Background: an optimization exercise with open tools, aiming at small area. Do not read the settings as production practice. The RTL was checked by simulation tests, not by an equivalence proof against the original design. Power is estimated from default activity; no workload was simulated.

==> v12: inputs <==
==> flow/design.v (excerpt) <==
module DUT( RST,
				START,
				CLK,
				IN_MONEY,
				IN_PRICE_CH,
				IN_KIND,
				IN_NUM,
				IN_PRICE_ADMIN,
				IN_PRICE_ADMIN_END,
				IN_MONEY_ENTER,
				OUT_MONEY,
				OUT_JUICE0_MADE,
				OUT_JUICE1_MADE,
				END,
				OUT_1000WON,
				OUT_500WON,
				OUT_100WON,
				OUT_50WON,
				OUT_JUICE0_PRICE,
				OUT_JUICE1_PRICE,
				OUT_CU_SIGNAL
    );
Settings: LEC_CHECK=0, ABC_AREA=1, CAP_MARGIN=0, CORE_MARGIN=2, CORE_UTILIZATION=75, SLEW_MARGIN=0; clock period 5.0 ns.
standard.sh (not shown) runs the stock make flow with config.mk's settings and CLKGATE_MAP_FILE= SYNTH_SCRIPT=/design/flow/synth_recipe.tcl, a recipe that flattens the netlist after the stock synthesis.
==> flow/flow/run.sh <==
#!/bin/bash
# Layout flow: the standard layout (standard.sh), with
#  - synthesis mapped by abc with an area-oriented script (flow/abc.script);
#    registers are made exactly as in the standard synthesis;
#  - full/half adders left to abc as plain gates (no fa/ha cells);
#  - the input and output ports buffered with the platform's smallest buffer;
#  - clock tree synthesis without dummy loads.
# Each tool's full output goes to ORFS's own per-step logs under orfs/logs;
# make's output goes to make.log here.
set -euo pipefail
here=$(pwd)
export FLOW_ABC_SCRIPT="$here/flow/abc.script"
export BUFFER_PORTS_ARGS="-buffer_cell sky130_fd_sc_hd__buf_1"
export CTS_ARGS="-sink_clustering_enable -repair_clock_nets -dont_use_dummy_load"
bash standard.sh ADDER_MAP_FILE= SYNTH_SCRIPT="$here/flow/synth.tcl" finish > make.log 2>&1
==> flow/flow/abc.script <==
strash
dc2
dch
amap
topo
stime -c
buffer -c
upsize -c
dnsize -c
==> flow/flow/synth.tcl <==
# The standard flow's synthesis script (synth_recipe.tcl), with abc run on abc.script
# (area-oriented standard-cell mapping) in place of ORFS's own abc script.
proc synth {args} { yosys synth -nofsm -noshare {*}$args }
if {[llength [info commands abc]]} { rename abc __yosys_abc }
proc abc {args} {
  set i [lsearch -exact $args -script]
  if {$i >= 0} { lset args [expr {$i + 1}] $::env(FLOW_ABC_SCRIPT) }
  yosys abc {*}$args
}
source $::env(SCRIPTS_DIR)/synth.tcl
# left out here: clear keep_hierarchy, flatten, clean up, hide names made inside functions, write 1_2_yosys.v
==> inputs of v38, as changes to v12 <==
--- a/flow/design.v
+++ b/flow/design.v
@@ -1,21 +1,20 @@
 `timescale 1ns / 1ps
 module ControlUnit(CLK, RST, START,
-	IN_KIND, IN_PRICE_CH, IN_MONEY, IN_PRICE_ADMIN, IN_PRICE_ADMIN_END, IN_MONEY_ENTER,
+	IN_PRICE_CH, IN_MONEY, IN_PRICE_ADMIN, IN_PRICE_ADMIN_END, IN_MONEY_ENTER,
 	KIND, NUM_ZERO, GE_PRICE, GE1000, GE500, GE100, GE50,
-	OUT, COIN, SUB, IDX, PRICE, UP, SUC, KSAVE, KIN);
+	OUT, COIN, SUB, IDX, PRICE, PSEL, UP, SUC);
 input CLK, RST, START;
 input IN_PRICE_CH;
 input [0:1] IN_MONEY;
 input IN_PRICE_ADMIN, IN_PRICE_ADMIN_END, IN_MONEY_ENTER;
-input IN_KIND;
 input KIND, NUM_ZERO, GE_PRICE, GE1000, GE500, GE100, GE50;
 output [0:22] OUT;
-output COIN, SUB, PRICE, UP, SUC, KSAVE, KIN;
+output COIN, SUB, PRICE, PSEL, UP, SUC;
 output [1:0] IDX;
 reg [4:0] st;
 wire [1:0] ix = st[1:0];
 wire g0 = ~st[4] & ~st[3] & ~st[2];
 wire gx = ~st[4] & ~st[3] & st[2];
 wire gc = ~st[4] & st[3] & ~st[2];
 wire gr = ~st[4] & st[3] & st[2];
 wire gj = st[4] & ~st[3];
@@ -28,34 +27,34 @@
 wire s_return = gx & ix[0];
 wire s_end    = gx & ix[1];
 wire ok = ~NUM_ZERO & GE_PRICE;
 reg [4:0] nx;
 always @* begin
 	nx[4] = s_admin | (s_judge & ok) | (gj & ~ix[0]);
 	nx[3] = s_admin | (s_input & ~IN_MONEY_ENTER) | (s_return & GE50);
 	nx[2] = (s_input & IN_MONEY_ENTER) | (s_judge & ~ok) | (gj & ix[0]) | s_return | gr;
-	nx[1] = s_start | (s_admin & IN_KIND) | (gp & ~IN_PRICE_ADMIN_END) |
+	nx[1] = s_start | (s_admin & KIND) | (gp & ~IN_PRICE_ADMIN_END) |
 		(s_input & ~IN_MONEY_ENTER & IN_MONEY[0]) | gc | (s_judge & ok & KIND) |
 		(gj & ~ix[0] & ix[1]) | (s_return & (GE500 | ~GE50));
 	nx[0] = (s_idle & START) | (s_start & ~IN_PRICE_ADMIN) | (s_admin & IN_PRICE_CH) |
 		(gp & IN_PRICE_ADMIN_END) | (s_input & ~IN_MONEY_ENTER & IN_MONEY[1]) | gc |
 		(s_judge & ~ok) | (gj & ~ix[0]) | (s_return & (GE1000 | (GE100 & ~GE500))) | gr;
 end
 always @(posedge CLK) begin
 	if(RST)	st <= 5'd0;
 	else		st <= nx;
 end
 assign OUT[0]  = s_idle;
 assign OUT[1]  = s_start;
 assign OUT[2]  = s_admin;
-assign OUT[3]  = gp & ~KIND & ~ix[0];
-assign OUT[4]  = gp & ~KIND & ix[0];
-assign OUT[5]  = gp & KIND & ~ix[0];
-assign OUT[6]  = gp & KIND & ix[0];
+assign OUT[3]  = gp & (ix == 2'd0);
+assign OUT[4]  = gp & (ix == 2'd1);
+assign OUT[5]  = gp & (ix == 2'd2);
+assign OUT[6]  = gp & (ix == 2'd3);
 assign OUT[7]  = s_input;
 assign OUT[8]  = gc & (ix == 2'd0);
 assign OUT[9]  = gc & (ix == 2'd1);
 assign OUT[10] = gc & (ix == 2'd2);
 assign OUT[11] = gc & (ix == 2'd3);
 assign OUT[12] = s_judge;
 assign OUT[13] = gj & (ix == 2'd0);
 assign OUT[14] = gj & (ix == 2'd1);
@@ -66,33 +65,33 @@
 assign OUT[19] = gr & (ix == 2'd2);
 assign OUT[20] = gr & (ix == 2'd1);
 assign OUT[21] = gr & (ix == 2'd0);
 assign OUT[22] = s_end;
 assign COIN  = ~st[4] & st[3];
 assign SUB   = st[2];
 assign IDX   = ix;
 assign PRICE = gp;
+assign PSEL  = ix[1];
 assign UP    = ix[0];
 assign SUC   = gj & ix[0];
-assign KSAVE = gp;
-assign KIN   = ix[1];
-endmodule
-`timescale 1ns / 1ps
-module MONEY_REG(CLK, RST, CLR, COIN, SUB, IDX, PRICE, UP, SUC,
+endmodule
+`timescale 1ns / 1ps
+module MONEY_REG(CLK, RST, CLR, COIN, SUB, IDX, PRICE, PSEL, UP, SUC,
 	Q0, Q1, KIND, M, SUM, GE_PRICE, GE1000, GE500, GE100, GE50);
 input CLK, RST, CLR;
-input COIN, SUB, PRICE, UP, SUC;
+input COIN, SUB, PRICE, PSEL, UP, SUC;
 input [1:0] IDX;
 input [13:0] Q0, Q1;
 input KIND;
 output reg [14:0] M;
 output [14:0] SUM;
 output GE_PRICE, GE1000, GE500, GE100, GE50;
-wire [13:0] qs = KIND ? Q1 : Q0;
+wire sel1 = PRICE ? PSEL : KIND;
+wire [13:0] qs = sel1 ? Q1 : Q0;
 wire [1:0] ci = PRICE ? 2'd1 : IDX;
 reg [14:0] csize;
 always @* begin
 	case(ci)
 		2'd0:		csize = 15'd25;
 		2'd1:		csize = 15'd50;
 		2'd2:		csize = 15'd250;
 		default:	csize = 15'd500;
@@ -187,36 +186,36 @@
 output [0:15] OUT_JUICE0_PRICE;
 output [0:15] OUT_JUICE1_PRICE;
 output [0:22] OUT_CU_SIGNAL;
 wire [14:0] m, sum;
 wire [13:0] q0, q1;
 wire [2:0] num;
 wire kind;
 wire [0:22] s;
-wire coin, sub, price, up, suc, ksave, kin;
+wire coin, sub, price, psel, up, suc;
 wire [1:0] idx;
 wire ge_price, ge1000, ge500, ge100, ge50;
 ControlUnit CU(.CLK(CLK), .RST(RST), .START(START),
-	.IN_KIND(IN_KIND), .IN_PRICE_CH(IN_PRICE_CH), .IN_MONEY(IN_MONEY), .IN_PRICE_ADMIN(IN_PRICE_ADMIN),
+	.IN_PRICE_CH(IN_PRICE_CH), .IN_MONEY(IN_MONEY), .IN_PRICE_ADMIN(IN_PRICE_ADMIN),
 	.IN_PRICE_ADMIN_END(IN_PRICE_ADMIN_END), .IN_MONEY_ENTER(IN_MONEY_ENTER),
 	.KIND(kind), .NUM_ZERO(num == 3'd0), .GE_PRICE(ge_price),
 	.GE1000(ge1000), .GE500(ge500), .GE100(ge100), .GE50(ge50),
-	.OUT(s), .COIN(coin), .SUB(sub), .IDX(idx), .PRICE(price), .UP(up),
-	.SUC(suc), .KSAVE(ksave), .KIN(kin));
+	.OUT(s), .COIN(coin), .SUB(sub), .IDX(idx), .PRICE(price), .PSEL(psel), .UP(up),
+	.SUC(suc));
 MONEY_REG money(.CLK(CLK), .RST(RST), .CLR(s[1]), .COIN(coin), .SUB(sub), .IDX(idx),
-	.PRICE(price), .UP(up), .SUC(suc), .Q0(q0), .Q1(q1), .KIND(kind),
+	.PRICE(price), .PSEL(psel), .UP(up), .SUC(suc), .Q0(q0), .Q1(q1), .KIND(kind),
 	.M(m), .SUM(sum), .GE_PRICE(ge_price),
 	.GE1000(ge1000), .GE500(ge500), .GE100(ge100), .GE50(ge50));
-PRICE_REG price0(.CLK(CLK), .LOAD(RST | s[0]), .SAVE(price & ~kind), .IN(sum[14:1]), .Q(q0));
-PRICE_REG price1(.CLK(CLK), .LOAD(RST | s[0]), .SAVE(price & kind), .IN(sum[14:1]), .Q(q1));
+PRICE_REG price0(.CLK(CLK), .LOAD(RST | s[0]), .SAVE(price & ~psel), .IN(sum[14:1]), .Q(q0));
+PRICE_REG price1(.CLK(CLK), .LOAD(RST | s[0]), .SAVE(price & psel), .IN(sum[14:1]), .Q(q1));
 JUICE_NUM_REG juice_num(.CLK(CLK), .IN(IN_NUM), .SAVE(s[7]), .DEC(suc),
 	.RST(RST | s[1]), .OUT(num));
-JUICE_KIND_REG juice_kind(.CLK(CLK), .IN(ksave ? kin : IN_KIND), .SAVE(s[7] | ksave),
-	.RST(RST | s[1]), .OUT(kind));
+JUICE_KIND_REG juice_kind(.CLK(CLK), .IN(IN_KIND), .SAVE(s[2] | s[7]), .RST(RST | s[1]),
+	.OUT(kind));
 assign OUT_CU_SIGNAL = s;
 assign OUT_MONEY = {m, 1'b0};
 assign OUT_JUICE0_PRICE = {q0, 2'b00};
 assign OUT_JUICE1_PRICE = {q1, 2'b00};
 assign OUT_JUICE0_MADE = s[14];
 assign OUT_JUICE1_MADE = s[16];
 assign END = s[0];
 assign OUT_1000WON = s[18];
==> flow/flow/run.sh (replaced) <==
#!/bin/bash
# Layout flow: the standard layout (standard.sh), with
#  - synthesis mapped by abc with an area-oriented script (flow/abc.script);
#    registers are made exactly as in the standard synthesis;
#  - full/half adders left to abc as plain gates (no fa/ha cells);
#  - the input and output ports buffered with the platform's smallest buffer.
# Each tool's full output goes to ORFS's own per-step logs under orfs/logs;
# make's output goes to make.log here.
set -euo pipefail
here=$(pwd)
export FLOW_ABC_SCRIPT="$here/flow/abc.script"
export BUFFER_PORTS_ARGS="-buffer_cell sky130_fd_sc_hd__buf_1"
bash standard.sh ADDER_MAP_FILE= SYNTH_SCRIPT="$here/flow/synth.tcl" finish > make.log 2>&1
==> flow/flow/abc.script (replaced) <==
strash
dch
amap
topo
stime -c
buffer -c
upsize -c
dnsize -c
==> flow/config.mk (replaced) <==
export PLATFORM = sky130hd
export DESIGN_NAME = DUT
export DESIGN_NICKNAME = DUT
export VERILOG_FILES = /design/flow/design.v
export SDC_FILE = /design/flow/constraint.sdc
export NUM_CORES = 4
export LEC_CHECK = 0
export ABC_AREA = 1
export CAP_MARGIN = 0
export CORE_MARGIN = 2
export CORE_UTILIZATION = 60
export SLEW_MARGIN = 0
==> inputs of v10, as changes to v12 <==
==> flow/config.mk (replaced) <==
export PLATFORM = sky130hd
export DESIGN_NAME = DUT
export DESIGN_NICKNAME = DUT
export VERILOG_FILES = /design/flow/design.v
export SDC_FILE = /design/flow/constraint.sdc
export NUM_CORES = 4
export LEC_CHECK = 0
export ABC_AREA = 1
export CAP_MARGIN = 0
export CORE_MARGIN = 2
export CORE_UTILIZATION = 45
export SLEW_MARGIN = 0
==> comparison table <==
metric	v12	v10	v38
Switching share of power	52.56%	51.60%	50.32%
Outcome	complete, no violations	complete, no violations	complete, no violations
Iteration-0 DRC Markers	336	146	269
Cell area power density	616.0 mW/mm2	597.8 mW/mm2	559.8 mW/mm2
Inverter count	32	32	40
Instance count after placement with tap cells included	557	587	535
Met3 routing resource usage after global routing	8.717%	4.076%	5.332%
Area Overhead vs Synth	10.02%	11.35%	13.83%
Worst slew margin relative to its limit	30.06%	24.24%	47.53%
Most common library cell in the layout ignoring fill and taps	sky130_fd_sc_hd__nor2_1	sky130_fd_sc_hd__nor2_1	sky130_fd_sc_hd__buf_1
Wire length after detailed routing	9584 um	9469 um	9028 um
Largest driver fanout on the critical path	19	19	20
Routed wire length on met3	1241 um	683 um	923 um
Post-synthesis cell type count	43	43	40
GR met1 Demand/Resource	49.90%	36.18%	46.25%
CORE AREA	0.004000 mm2	0.006756 mm2	0.005075 mm2
Multi-In Gates	331	331	279
Area share of and/or/nand/nor cells after synthesis	27.65%	27.65%	19.37%
Share of cell area taken by flip-flops and latches	30.47%	30.18%	29.20%
Final non-filler cell area	0.003421 mm2	0.003462 mm2	0.003573 mm2
Routed met2 length	4345 um	4050 um	3899 um
Relative contribution of combinational cells to total power	63.8%	63.0%	59.4%
Max rail drop VDD	0.0003688 V	0.0002088 V	0.0002897 V
Count of cells along the worst register-to-register path	41	42	41
Leakage power total	1.207 nW	1.207 nW	1.395 nW
Clock-pin slew of the registers on the worst-case setup and hold paths	90 ps	80 ps	100 ps
Final nets	527	527	488

## separate check: timing with driven ports
The results above use ideal ports. As a check the final layouts listed here were re-extracted and re-timed, cells and wires unchanged.
Step 1 (the two cells are an assumption about what drives the block):
set clk [get_ports {CLK}]
set_driving_cell -lib_cell sky130_fd_sc_hd__clkbuf_16 $clk
set_driving_cell -lib_cell sky130_fd_sc_hd__buf_2 [delete_from_list [all_inputs] $clk]
Step 2 moves the port delays by t, midway between the first and last clock arrival at a register: inputs arrive t later, outputs are due t later. That takes back most of the time a late clock gives input paths.
Slacks: ideal / step 1 / step 2; pairs: ideal / step 1.
| run | shift t [ns] | slack for setup (ns) | worst hold slack (ns) |
|---|---|---|---|
| v12 | 0.337 | 0.385 / 0.385 / 0.385 | 0.505 / 0.505 / 0.505 |
| v38 | 0.342 | 0.369 / 0.369 / 0.369 | 0.497 / 0.497 / 0.497 |
| v10 | 0.334 | 0.534 / 0.534 / 0.534 | 0.490 / 0.490 / 0.490 |
After both steps setup and hold are still met in every run listed.
